Context: an optimization exercise on an open-source flow, tuned for small area and few clock cycles. The choices shown serve that exercise and are no tape-out recipe.
Where RTL was checked, it was by simulation tests only, not by an equivalence proof against the original.
Power and IR drop assume default switching activity.

==> run a: inputs <==
Design riscv, start of the top module:
module riscv (  input   logic                       clk, reset,
                input   logic [31:0]          mem_i_rd,
                input   logic [31:0]       mem_d_rd,
                output  logic                       mem_d_we,
                output  logic [3:0]      mem_d_wmask,
                output  logic [31:0]       mem_d_a,
                output  logic [31:0]       mem_d_wd,
                output  logic [31:0]     mem_i_ra);
    logic [31:2] pc, pc4;
    assign pc4 = pc + 30'd1;
    logic [31:0] ins;
    assign mem_i_ra = {pc, 2'b00};
    assign ins = mem_i_rd;
    logic [4:0] opc;
    logic [2:0] f3;
    logic is_lui, is_auipc, is_jal, is_jalr, is_br, is_load, is_store, is_opimm, is_op;
    assign opc = ins[6:2];
    assign f3  = ins[14:12];
    assign is_lui   = (opc == 5'b01101);
    assign is_auipc = (opc == 5'b00101);
    assign is_jal   = (opc == 5'b11011);
    assign is_jalr  = (opc == 5'b11001);
    assign is_br    = (opc == 5'b11000);
    assign is_load  = (opc == 5'b00000);
    assign is_store = (opc == 5'b01000);
    assign is_opimm = (opc == 5'b00100);
    assign is_op    = (opc == 5'b01100);
    logic [31:0] imm_i, imm_s, imm_b, imm_u, imm_j;
    assign imm_i = {{20{ins[31]}}, ins[31:20]};
    assign imm_s = {{20{ins[31]}}, ins[31:25], ins[11:7]};
    assign imm_b = {{19{ins[31]}}, ins[31], ins[7], ins[30:25], ins[11:8], 1'b0};
    assign imm_u = {ins[31:12], 12'd0};
    assign imm_j = {{11{ins[31]}}, ins[31], ins[19:12], ins[20], ins[30:21], 1'b0};
    logic        rf_we;
    logic [31:0] rs1v, rs2v, wdata;
    assign rf_we = is_lui | is_auipc | is_jal | is_jalr | is_load | is_opimm | is_op;
    register_file rf (.clk(clk), .we(rf_we),
                      .ra1(ins[19:15]), .ra2(ins[24:20]), .wa(ins[11:7]),
                      .wd(wdata), .rd1(rs1v), .rd2(rs2v));
    logic [31:0] alu_b, sum, alu_y, ld, tgt;
    logic        sub, eq, lt, ltu;
    assign alu_b = (is_op | is_br) ? rs2v : (is_store ? imm_s : imm_i);
    assign sub   = is_br | ((is_op | is_opimm) & (f3[2:1] == 2'b01))
  ...
Settings: LEC_CHECK=0, CAP_MARGIN=20, CORE_MARGIN=2, CORE_UTILIZATION=40, SLEW_MARGIN=20, SYNTH_HIERARCHICAL=1, SYNTH_MINIMUM_KEEP_SIZE=0; clock period 10.0 ns.
standard.sh (not shown) runs the stock make flow with config.mk's settings and CLKGATE_MAP_FILE= SYNTH_SCRIPT=/design/flow/synth_recipe.tcl, a recipe that flattens the netlist after the stock synthesis.
==> flow/flow/run.sh <==
#!/bin/bash
# Layout flow: the standard ORFS flow (standard.sh), with two changes:
# the ports are buffered with buf_2 instead of the slower clkdlybuf4s50_1,
# and clock tree synthesis adds no dummy loads.
set -euo pipefail
export BUFFER_PORTS_ARGS="-buffer_cell sky130_fd_sc_hd__buf_2"
export CTS_ARGS="-sink_clustering_enable -repair_clock_nets -dont_use_dummy_load"
bash standard.sh finish > make_finish.log 2>&1
==> inputs of run b, as changes to run a <==
--- a/flow/design.v
+++ b/flow/design.v
@@ -1,57 +1,98 @@
+module mux2i_cell(input  logic a0, a1, s,
+                  output logic y);
+    assign y = ~(s ? a1 : a0);
+endmodule
+module shifter(input  logic [31:0] a,
+               input  logic [4:0]  sh,
+               input  logic        left, arith,
+               output logic [31:0] y);
+    logic [31:0] x [6];
+    logic        f;
+    assign f = arith & a[31];
+    for (genvar i = 0; i < 32; i++) begin : g_rev
+        mux2i_cell m (.a0(a[i]), .a1(a[31-i]), .s(left), .y(x[0][i]));
+    end
+    for (genvar k = 0; k < 5; k++) begin : g_stage
+        logic fk;
+        assign fk = (k % 2 == 0) ? ~f : f;
+        for (genvar i = 0; i < 32; i++) begin : g_bit
+            if (i + (1 << k) < 32) begin : g_in
+                mux2i_cell m (.a0(x[k][i]), .a1(x[k][i + (1 << k)]), .s(sh[k]), .y(x[k+1][i]));
+            end else begin : g_fill
+                mux2i_cell m (.a0(x[k][i]), .a1(fk), .s(sh[k]), .y(x[k+1][i]));
+            end
+        end
+    end
+    assign y = x[5];
+endmodule
 module alu(input  logic [31:0] a, b,
            input  logic [2:0]  f3,
            input  logic        sub,      
            input  logic        arith,    
            input  logic        alu_en,   
-           input  logic [31:0] ext,      
+           input  logic [31:0] ld, link, tgt, imm_u,
+           input  logic        s_ld, s_link, s_tgt, s_lui,
            output logic [31:0] sum,      
            output logic        eq, lt, ltu,
            output logic [31:0] y);
-    logic [31:0] ax, p, g, c, shin, shr, shl;
-    logic        cout, fill;
-    assign ax = a ^ {32{sub}};
-    assign p  = ax ^ b;
-    assign g  = ax & b;
+    logic [31:0] bx, p, g, c, shr, shl;
+    logic        cout;
+    assign bx = b ^ {32{sub}};
+    assign p  = a ^ bx;
+    assign g  = a & bx;
     always_comb begin
         logic [31:0] gg, pp;
         gg = g;
         pp = p;
+        gg[0] = g[0] | (p[0] & sub);
         for (int l = 0; l < 5; l++)
             for (int j = 0; j < 32; j++)
                 if (j & (1 << l)) begin
                     gg[j] = gg[j] | (pp[j] & gg[((j >> l) << l) - 1]);
                     pp[j] = pp[j] & pp[((j >> l) << l) - 1];
                 end
-        c    = {gg[30:0], 1'b0};
+        c    = {gg[30:0], sub};
         cout = gg[31];
     end
-    assign sum = p ^ c;                      
+    assign sum = p ^ c;
     assign eq  = &p;                         
-    assign ltu = cout;                       
-    assign lt  = (a[31] ^ b[31]) ? a[31] : ~sum[31];
-    always_comb
-        for (int i = 0; i < 32; i++) shin[i] = f3[2] ? a[i] : a[31-i];
-    assign fill = arith & a[31];
-    assign shr  = 32'($signed({fill, shin}) >>> b[4:0]);
+    assign ltu = ~cout;                      
+    assign lt  = (a[31] ^ b[31]) ? a[31] : sum[31];
+    shifter shift (.a(a), .sh(b[4:0]), .left(~f3[2]), .arith(arith), .y(shr));
     always_comb
         for (int i = 0; i < 32; i++) shl[i] = shr[31-i];
     logic s_add, s_sll, s_slt, s_sltu, s_xor, s_srl, s_or, s_and;
     assign s_add  = alu_en & (f3 == 3'b000);
     assign s_sll  = alu_en & (f3 == 3'b001);
     assign s_slt  = alu_en & (f3 == 3'b010);
     assign s_sltu = alu_en & (f3 == 3'b011);
     assign s_xor  = alu_en & (f3 == 3'b100);
     assign s_srl  = alu_en & (f3 == 3'b101);
     assign s_or   = alu_en & (f3 == 3'b110);
     assign s_and  = alu_en & (f3 == 3'b111);
-    assign y = ({32{s_add}} & (sum ^ {32{sub}})) | ({32{s_sll}} & shl) | ({32{s_srl}} & shr)
-             | ({32{s_xor}} & p) | ({32{s_or}} & (p | g)) | ({32{s_and}} & g)
-             | {31'd0, (s_slt & lt) | (s_sltu & ltu)} | ext;
+    logic s_p, s_g, lt_bit;
+    logic [31:0] n0, n1, n2;
+    assign s_p = s_xor | s_or;
+    assign s_g = s_or | s_and;
+    assign lt_bit = (s_slt & lt) | (s_sltu & ltu);
+    for (genvar i = 0; i < 32; i++) begin : g_y
+        aoi222 u0 (.a0(sum[i]), .b0(s_add), .a1(shl[i]), .b1(s_sll), .a2(shr[i]), .b2(s_srl), .y(n0[i]));
+        aoi222 u1 (.a0(p[i]), .b0(s_p), .a1(g[i]), .b1(s_g), .a2(ld[i]), .b2(s_ld), .y(n1[i]));
+        if (i == 0) begin : g_lt
+            aoi221 u2 (.a0(link[i]), .b0(s_link), .a1(tgt[i]), .b1(s_tgt), .c(lt_bit), .y(n2[i]));
+        end else if (i < 12) begin : g_lo
+            aoi22 u2 (.a0(link[i]), .b0(s_link), .a1(tgt[i]), .b1(s_tgt), .y(n2[i]));
+        end else begin : g_hi
+            aoi222 u2 (.a0(link[i]), .b0(s_link), .a1(tgt[i]), .b1(s_tgt), .a2(imm_u[i]), .b2(s_lui),
+                       .y(n2[i]));
+        end
+    end
+    assign y = ~(n0 & n1 & n2);
 endmodule
 module add32_bk(input  logic [31:0] a, b,
                 output logic [31:0] s);
     logic [31:0] p, g, c;
     assign p = a ^ b;
     assign g = a & b;
     always_comb begin
         logic [31:0] gg, pp;
@@ -69,16 +110,24 @@
             end
         c = {gg[30:0], 1'b0};
     end
     assign s = p ^ c;
 endmodule
 module aoi222(input  logic a0, b0, a1, b1, a2, b2,
               output logic y);
     assign y = ~((a0 & b0) | (a1 & b1) | (a2 & b2));
+endmodule
+module aoi22(input  logic a0, b0, a1, b1,
+             output logic y);
+    assign y = ~((a0 & b0) | (a1 & b1));
+endmodule
+module aoi221(input  logic a0, b0, a1, b1, c,
+              output logic y);
+    assign y = ~((a0 & b0) | (a1 & b1) | c);
 endmodule
 module rf_read_bit(input  logic [30:0] d,
                    input  logic [30:0] sel,
                    output logic        y);
     logic [10:0] n;
     for (genvar k = 0; k < 10; k++) begin : g_aoi
         aoi222 u (.a0(d[3*k]),   .b0(sel[3*k]),
                   .a1(d[3*k+1]), .b1(sel[3*k+1]),
@@ -149,33 +198,33 @@
     register_file rf (.clk(clk), .we(rf_we),
                       .ra1(ins[19:15]), .ra2(ins[24:20]), .wa(ins[11:7]),
                       .wd(wdata), .rd1(rs1v), .rd2(rs2v));
     logic [31:0] alu_b, sum, alu_y, ld, tgt;
     logic        sub, eq, lt, ltu;
     assign alu_b = (is_op | is_br) ? rs2v : (is_store ? imm_s : imm_i);
     assign sub   = is_br | ((is_op | is_opimm) & (f3[2:1] == 2'b01))
                  | (is_op & ins[30] & (f3 == 3'b000));
-    logic [31:0] ext;
-    assign ext = ({32{is_load}} & ld) | ({32{is_jal | is_jalr}} & {pc4, 2'b00})
-               | ({32{is_lui | is_auipc}} & tgt);
     alu alu (.a(rs1v), .b(alu_b), .f3(f3), .sub(sub),
-             .arith(ins[30]), .alu_en(is_op | is_opimm), .ext(ext),
+             .arith(ins[30]), .alu_en(is_op | is_opimm),
+             .ld(ld), .link({pc4, 2'b00}), .tgt(tgt),
+             .imm_u(imm_u), .s_lui(is_lui),
+             .s_ld(is_load), .s_link(is_jal | is_jalr), .s_tgt(is_auipc),
              .sum(sum), .eq(eq), .lt(lt), .ltu(ltu), .y(alu_y));
     logic cond, taken;
     always_comb
         case (f3[2:1])
             2'b00:   cond = eq;
             2'b10:   cond = lt;
             default: cond = ltu;
         endcase
     assign taken = is_jal | is_jalr | (is_br & (cond ^ f3[0]));
     logic [31:0] pc_imm;
     assign pc_imm = is_br ? imm_b : (is_jal ? imm_j : imm_u);
-    add32_bk tgt_add (.a(is_lui ? 32'd0 : {pc, 2'b00}), .b(pc_imm), .s(tgt));
+    add32_bk tgt_add (.a({pc, 2'b00}), .b(pc_imm), .s(tgt));
     assign mem_d_a  = sum;
     assign mem_d_we = is_store;
     always_comb begin
         case (f3[1:0])
             2'b00:   mem_d_wmask = 4'b0001 << sum[1:0];
             2'b01:   mem_d_wmask = sum[1] ? 4'b1100 : 4'b0011;
             default: mem_d_wmask = 4'b1111;
         endcase
@@ -184,23 +233,33 @@
             2'b01:   mem_d_wd = {2{rs2v[15:0]}};
             default: mem_d_wd = rs2v;
         endcase
     end
     logic [15:0] rd16;
     logic [7:0]  rd8;
     assign rd16 = sum[1] ? mem_d_rd[31:16] : mem_d_rd[15:0];
     assign rd8  = sum[0] ? rd16[15:8] : rd16[7:0];
-    always_comb
-        case (f3[1:0])
-            2'b00:   ld = {{24{rd8[7] & ~f3[2]}}, rd8};
-            2'b01:   ld = {{16{rd16[15] & ~f3[2]}}, rd16};
-            default: ld = mem_d_rd;
-        endcase
+    logic ld_b, ld_w, sx8, sx16;
+    assign ld_b = (f3[1:0] == 2'b00);
+    assign ld_w = f3[1];
+    assign sx8  = rd8[7] & ~f3[2];
+    assign sx16 = rd16[15] & ~f3[2];
+    assign ld[7:0]   = ld_b ? rd8 : rd16[7:0];
+    assign ld[15:8]  = ld_b ? {8{sx8}} : rd16[15:8];
+    assign ld[31:16] = ld_w ? mem_d_rd[31:16] : {16{ld_b ? sx8 : sx16}};
     assign wdata = alu_y;
+    logic [31:2] npc_n, npc;
+    logic        s_jr, s_tg, s_nx;
+    assign s_jr = taken & is_jalr;
+    assign s_tg = taken & ~is_jalr;
+    assign s_nx = ~taken;
+    for (genvar i = 2; i < 32; i++) begin : g_npc
+        aoi222 u (.a0(sum[i]), .b0(s_jr), .a1(tgt[i]), .b1(s_tg), .a2(pc4[i]), .b2(s_nx),
+                  .y(npc_n[i]));
+    end
+    assign npc = ~npc_n;
     always_ff @(posedge clk or posedge reset)
         if (reset)
             pc <= 30'h80;    
-        else if (taken)
-            pc <= is_jalr ? sum[31:2] : tgt[31:2];
         else
-            pc <= pc4;
-endmodule
+            pc <= npc;
+endmodule
==> flow/flow/run.sh (replaced) <==
#!/bin/bash
# Layout flow: the standard ORFS flow (standard.sh), with these changes:
# the ports are buffered with buf_2 instead of the slower clkdlybuf4s50_1,
# and clock tree synthesis uses clkbuf_8 sink buffers with small sink clusters
# and adds no dummy loads.
set -euo pipefail
export BUFFER_PORTS_ARGS="-buffer_cell sky130_fd_sc_hd__buf_2"
export CTS_ARGS="-sink_clustering_enable -repair_clock_nets -dont_use_dummy_load -buf_list sky130_fd_sc_hd__clkbuf_8 -sink_clustering_size 15 -sink_clustering_max_diameter 60"
bash standard.sh finish > make_finish.log 2>&1
==> inputs of run c, as changes to run a <==
--- a/flow/design.v
+++ b/flow/design.v
@@ -2,54 +2,55 @@
            input  logic [2:0]  f3,
            input  logic        sub,      
            input  logic        arith,    
            input  logic        alu_en,   
            input  logic [31:0] ext,      
            output logic [31:0] sum,      
            output logic        eq, lt, ltu,
            output logic [31:0] y);
-    logic [31:0] ax, p, g, c, shin, shr, shl;
+    logic [31:0] bx, p, g, c, shin, shr, shl;
     logic        cout, fill;
-    assign ax = a ^ {32{sub}};
-    assign p  = ax ^ b;
-    assign g  = ax & b;
+    assign bx = b ^ {32{sub}};
+    assign p  = a ^ bx;
+    assign g  = a & bx;
     always_comb begin
         logic [31:0] gg, pp;
         gg = g;
         pp = p;
+        gg[0] = g[0] | (p[0] & sub);
         for (int l = 0; l < 5; l++)
             for (int j = 0; j < 32; j++)
                 if (j & (1 << l)) begin
                     gg[j] = gg[j] | (pp[j] & gg[((j >> l) << l) - 1]);
                     pp[j] = pp[j] & pp[((j >> l) << l) - 1];
                 end
-        c    = {gg[30:0], 1'b0};
+        c    = {gg[30:0], sub};
         cout = gg[31];
     end
-    assign sum = p ^ c;                      
-    assign eq  = &p;                         
-    assign ltu = cout;                       
-    assign lt  = (a[31] ^ b[31]) ? a[31] : ~sum[31];
+    assign sum = p ^ c;
+    assign eq  = &p;         
+    assign ltu = ~cout;
+    assign lt  = (a[31] ^ b[31]) ? a[31] : sum[31];
     always_comb
         for (int i = 0; i < 32; i++) shin[i] = f3[2] ? a[i] : a[31-i];
     assign fill = arith & a[31];
     assign shr  = 32'($signed({fill, shin}) >>> b[4:0]);
     always_comb
         for (int i = 0; i < 32; i++) shl[i] = shr[31-i];
     logic s_add, s_sll, s_slt, s_sltu, s_xor, s_srl, s_or, s_and;
     assign s_add  = alu_en & (f3 == 3'b000);
     assign s_sll  = alu_en & (f3 == 3'b001);
     assign s_slt  = alu_en & (f3 == 3'b010);
     assign s_sltu = alu_en & (f3 == 3'b011);
     assign s_xor  = alu_en & (f3 == 3'b100);
     assign s_srl  = alu_en & (f3 == 3'b101);
     assign s_or   = alu_en & (f3 == 3'b110);
     assign s_and  = alu_en & (f3 == 3'b111);
-    assign y = ({32{s_add}} & (sum ^ {32{sub}})) | ({32{s_sll}} & shl) | ({32{s_srl}} & shr)
+    assign y = ({32{s_add}} & sum) | ({32{s_sll}} & shl) | ({32{s_srl}} & shr)
              | ({32{s_xor}} & p) | ({32{s_or}} & (p | g)) | ({32{s_and}} & g)
              | {31'd0, (s_slt & lt) | (s_sltu & ltu)} | ext;
 endmodule
 module add32_bk(input  logic [31:0] a, b,
                 output logic [31:0] s);
     logic [31:0] p, g, c;
     assign p = a ^ b;
     assign g = a & b;
@@ -113,21 +114,21 @@
 module riscv (  input   logic                       clk, reset,
                 input   logic [31:0]          mem_i_rd,
                 input   logic [31:0]       mem_d_rd,
                 output  logic                       mem_d_we,
                 output  logic [3:0]      mem_d_wmask,
                 output  logic [31:0]       mem_d_a,
                 output  logic [31:0]       mem_d_wd,
                 output  logic [31:0]     mem_i_ra);
-    logic [31:2] pc, pc4;
+    logic [31:2] pc, npc, pc4;
     assign pc4 = pc + 30'd1;
-    logic [31:0] ins;
-    assign mem_i_ra = {pc, 2'b00};
-    assign ins = mem_i_rd;
+    logic [31:0] ir, ins;
+    assign mem_i_ra = {npc, 2'b00};
+    assign ins = ir;
     logic [4:0] opc;
     logic [2:0] f3;
     logic is_lui, is_auipc, is_jal, is_jalr, is_br, is_load, is_store, is_opimm, is_op;
     assign opc = ins[6:2];
     assign f3  = ins[14:12];
     assign is_lui   = (opc == 5'b01101);
     assign is_auipc = (opc == 5'b00101);
     assign is_jal   = (opc == 5'b11011);
@@ -191,16 +192,18 @@
     assign rd8  = sum[0] ? rd16[15:8] : rd16[7:0];
     always_comb
         case (f3[1:0])
             2'b00:   ld = {{24{rd8[7] & ~f3[2]}}, rd8};
             2'b01:   ld = {{16{rd16[15] & ~f3[2]}}, rd16};
             default: ld = mem_d_rd;
         endcase
     assign wdata = alu_y;
+    assign npc = taken ? (is_jalr ? sum[31:2] : tgt[31:2]) : pc4;
     always_ff @(posedge clk or posedge reset)
-        if (reset)
-            pc <= 30'h80;    
-        else if (taken)
-            pc <= is_jalr ? sum[31:2] : tgt[31:2];
-        else
-            pc <= pc4;
-endmodule
+        if (reset) begin
+            pc <= 30'h7f;            
+            ir <= 32'h00000013;      
+        end else begin
+            pc <= npc;
+            ir <= mem_i_rd;
+        end
+endmodule
==> flow/flow/run.sh (replaced) <==
#!/bin/bash
# Layout flow: the standard ORFS flow (standard.sh), with these changes:
# the ports are buffered with buf_2 instead of the slower clkdlybuf4s50_1,
# and clock tree synthesis uses larger sink clusters and adds no dummy loads.
set -euo pipefail
export BUFFER_PORTS_ARGS="-buffer_cell sky130_fd_sc_hd__buf_2"
export CTS_ARGS="-sink_clustering_enable -repair_clock_nets -dont_use_dummy_load -sink_clustering_size 20 -sink_clustering_max_diameter 80"
bash standard.sh finish > make_finish.log 2>&1
==> flow/config.mk (replaced) <==
export PLATFORM = sky130hd
export DESIGN_NAME = riscv
export DESIGN_NICKNAME = riscv
export VERILOG_FILES = /design/flow/design.v
export SDC_FILE = /design/flow/constraint.sdc
export NUM_CORES = 4
export LEC_CHECK = 0
export CAP_MARGIN = 20
export CORE_MARGIN = 2
export CORE_UTILIZATION = 45
export GPL_TIMING_DRIVEN = 0
export SLEW_MARGIN = 20
export SYNTH_HIERARCHICAL = 1
export SYNTH_MINIMUM_KEEP_SIZE = 0
==> inputs of run d, as changes to run a <==
==> flow/flow/run.sh (replaced) <==
#!/bin/bash
# Layout flow: the standard ORFS flow (standard.sh), with these changes:
# the ports are buffered with buf_2 instead of the slower clkdlybuf4s50_1,
# and clock tree synthesis uses larger sink clusters and adds no dummy loads.
set -euo pipefail
export BUFFER_PORTS_ARGS="-buffer_cell sky130_fd_sc_hd__buf_2"
export CTS_ARGS="-sink_clustering_enable -repair_clock_nets -dont_use_dummy_load -sink_clustering_size 20 -sink_clustering_max_diameter 80"
bash standard.sh finish > make_finish.log 2>&1
==> run summary <==
	run a	run d	run c	run b
Met2 wire length	95200 um	94000 um	102000 um	87500 um
Post-placement setup slack	0.489 ns	0.489 ns	-3.11 ns	0.600 ns
Synth unique cells	95	95	89	87
Hold-critical path depth	1	1	1	3
Hold wc startpoint	pc[2]	pc[2]	pc[2]	pc[31]
Avg Vias per Cell	7.37	7.39	7.76	7.39
Share of final-layout standard cells stronger than drive strength 1	0.196	0.187	0.212	0.188
Post-synthesis average cell area	14.1 um2	14.1 um2	14.5 um2	15.4 um2
Power consumption	11.4 mW	10.5 mW	10.9 mW	9.56 mW
Register share of total power	0.444	0.482	0.475	0.521
Type of the setup path with the least slack	in -> out	in -> out	reg -> out	in -> out
Clk network pwr share	0.289	0.228	0.247	0.225
Areal power density over the cells	193 nW/um2	181 nW/um2	176 nW/um2	175 nW/um2
Outcome	complete, no violations	complete, no violations	failed layout checks	complete, no violations
Violated checks	-	-	setup timing	-
Area growth from synthesis to layout	16.3%	14.1%	20.6%	13.0%
Arrival time reported for the critical path endpoint	7.83 ns	7.83 ns	8.08 ns	7.54 ns
Startpoint of the worst setup timing path	mem_i_rd[18]	mem_i_rd[18]	ir[20]	mem_i_rd[23]
Number of sinks driven by the clock tree	1022	1022	1052	1022
Timing endpoint of the critical path	mem_d_a[22]	mem_d_a[22]	mem_i_ra[3]	mem_d_a[17]
Parity-gate share of the synthesized area counting xor and xnor cells	0.0215	0.0215	0.0194	0.0185
Testbench counts of run a, summed over its fixed seeds: cycles 20,768.
Testbench counts of run b, summed over its fixed seeds: cycles 20,768.
Testbench counts of run d, summed over its fixed seeds: cycles 20,768.
Only the layout flow was run in run c; the RTL was not checked for function there.

## re-timing with driven ports
Ports are ideal in the flow. The routed layouts listed here were re-timed in OpenROAD.
Step 1 assumes that a clkbuf_16 drives the clock port and a buf_2 every other input.
Step 2, shift: input delay + t, output delay - t, t = (earliest + latest rising clock arrival at the registers) / 2. This alone moves slack from input paths to output paths.
Three values: ideal ports, drivers, drivers and shift; two values: the first two.
run | shift t [ns] | setup WS [ns] | latest minus earliest clock arrival (ns) | pins driven straight from the clock port
run a | 0.754 | 0.166 / 0.132 / 0.132 | 0.089 / 0.089 | 1
run b | 0.833 | 0.464 / 0.435 / 0.435 | 0.132 / 0.131 | 1
run c | 0.723 | -0.078 / -0.154 / 0.568 | 0.123 / 0.123 | 1
run d | 0.765 | 0.170 / 0.136 / 0.136 | 0.138 / 0.139 | 1
